From an optimization exercise on the open Yosys and OpenROAD flow, aimed at a short achievable clock period and few clock cycles; shortcuts taken in it are not production practice.
In this exercise RTL edits were held to simulation tests only and were not proved equivalent to the original.
Power and IR drop assume default switching activity.

==> flow/design.v <==
module smm(input clk, reset,
           input [7:0] readdata,
           output we,
           output [15:0] address,
           output [7:0] writedata);
  reg s_op, s_hi, s_lo, s_ld, s_st;
  reg k_ld, k_st;           
  reg [15:0] A;             
  reg [15:0] P;             
  reg [7:0] H;              
  reg [7:0] AC, R;
  reg we_q;
  wire [7:0] op = readdata;
  wire valid = (op[7:4] == 4'h0);
  wire z = (AC == 8'h00);
  wire [15:0] A1 = A + 16'd1;
  wire [15:0] A3 = A + 16'd3;
  wire o_ld = valid & (op[3:0] == 4'h1);
  wire o_st = valid & (op[3:0] == 4'h2);
  wire o_jp = valid & (op[3:0] == 4'h5);
  wire o_jz = valid & (op[3:0] == 4'h6);
  wire o_jn = valid & (op[3:0] == 4'h7);
  wire three = o_ld | o_st | o_jp | (o_jz & z) | (o_jn & ~z);
  wire nt = (o_jz & ~z) | (o_jn & z);
  wire simple = valid & ~three & ~nt;
  reg [7:0] acs;
  always @(*)
    case (op[3:0])
      4'h4: acs = R;
      4'h8: acs = AC + R;
      4'h9: acs = AC - R;
      4'hA: acs = AC + 8'd1;
      4'hB: acs = 8'h00;
      4'hC: acs = AC & R;
      4'hD: acs = AC | R;
      4'hE: acs = AC ^ R;
      4'hF: acs = ~AC;
      default: acs = AC;
    endcase
  always @(posedge clk, posedge reset)
    if (reset) begin
      s_op <= 1'b1; s_hi <= 1'b0; s_lo <= 1'b0; s_ld <= 1'b0; s_st <= 1'b0;
      k_ld <= 1'b0; k_st <= 1'b0;
      A <= 16'h0000; P <= 16'h0000; H <= 8'h00;
      AC <= 8'h00; R <= 8'h00; we_q <= 1'b0;
    end else begin
      s_op <= (s_op & (simple | nt)) | (s_lo & ~k_ld & ~k_st) | s_ld | s_st;
      s_hi <= s_op & three;
      s_lo <= s_hi;
      s_ld <= s_lo & k_ld;
      s_st <= s_lo & k_st;
      we_q <= s_lo & k_st;
      if (s_op & three) begin
        k_ld <= o_ld;
        k_st <= o_st;
      end
      if (s_op & (simple | three)) A <= A1;
      else if (s_op & nt) A <= A3;
      else if (s_hi) A <= A1;
      else if (s_lo) A <= {H, readdata};
      else if (s_ld | s_st) A <= P;
      if (s_hi) H <= readdata;
      if (s_lo) P <= A1;
      if (s_op & simple) AC <= acs;
      else if (s_ld) AC <= readdata;
      if (s_op & simple & (op[3:0] == 4'h3)) R <= AC;
    end
  assign we = we_q;
  assign address = A;
  assign writedata = AC;
endmodule
clock: 5.0 ns
lec_check: 0
abc_clock_period_in_ps: 2000
cap_margin: 20
core_margin: 2
core_utilization: 40
place_density: 0.6
setup_slack_margin: 3.0
slew_margin: 20
tns_end_percent: 100
run.sh (not shown) runs the stock make flow with config.mk's settings and CLKGATE_MAP_FILE= SYNTH_SCRIPT=/design/flow/synth_recipe.tcl, a recipe that flattens the netlist after the stock synthesis.
The baseline completed without violations.
Testbench counts at the start, summed over its fixed seeds: cycles 73,420.
Edit:
ABC_CLOCK_PERIOD_IN_PS = default   (was 2000)
SETUP_SLACK_MARGIN = default   (was 3.0)
TNS_END_PERCENT = default   (was 100)
The new run went through all stages and came out clean.
Sequential power is higher by about 2%.
Sequential share of layout area is higher by 5.1 points.
Non-clock buffer count is lower by 91.

* * *

smm, a different RTL version from the one above (not shown whole).
For scale: about 12000 cells after synthesis, ~940 flip-flops, about 35 I/O pins, roughly 110000 sq um of cells after synthesis.
clock: 5.0 ns
lec_check: 0
cap_margin: 20
core_margin: 2
core_utilization: 45
place_density: 0.6
setup_slack_margin: 2.0
slew_margin: 20
synth_hierarchical: 1
tns_end_percent: 100
Testbench counts at the start, summed over its fixed seeds: cycles 46,810.
==> next run, changes <==
Settings changed: CORE_UTILIZATION 45 to 50, PLACE_DENSITY 0.6 to 0.65.
After rerunning: The changed run finished with timing, DRC and antenna clean; register-to-register slack loses 20 ps; total power grows by about 3%; die area shrinks by 9.9%; first-iteration DRC count grows by 16%; worst setup slack loses 54 ps; area after synthesis does not change; sequential cell count is unchanged; worst hold slack gains 10 ps; critical path depth grows by 2; core utilization grows by 6.2 points.

[separate check: timing with driven ports]
The flow's constraints put no driver on any port. The routed layouts listed below were extracted and timed again, unchanged, in two steps.
Step 1: set_driving_cell puts a clkbuf_16 on clk and a buf_2 on each other input, an assumption about the parent block.
Step 2 also shifts input and output timing later by t, the mid clock arrival at the registers, as if the neighbouring blocks saw the same clock.
Slacks: no drivers / after step 1 / after step 2; pairs: no drivers / after step 1.
run	t, ns	setup slack, ns	worst setup path after step 2	cell pins on the clock port's net
the first run of note 1	0.378	1.983 / 1.976 / 1.598	input to register	1
the second run of note 1	0.372	0.990 / 1.004 / 0.632	input to register	1
the first run of note 2	0.984	1.548 / 1.548 / 0.594	input to register	1
the second run of note 2	1.010	1.494 / 1.384 / 0.374	input to register	1
After both steps setup and hold are still met in every run listed. For the second run of note 2, which loses most, drivers alone change the setup slack by -0.110 ns; drivers and shift together by -1.120 ns.
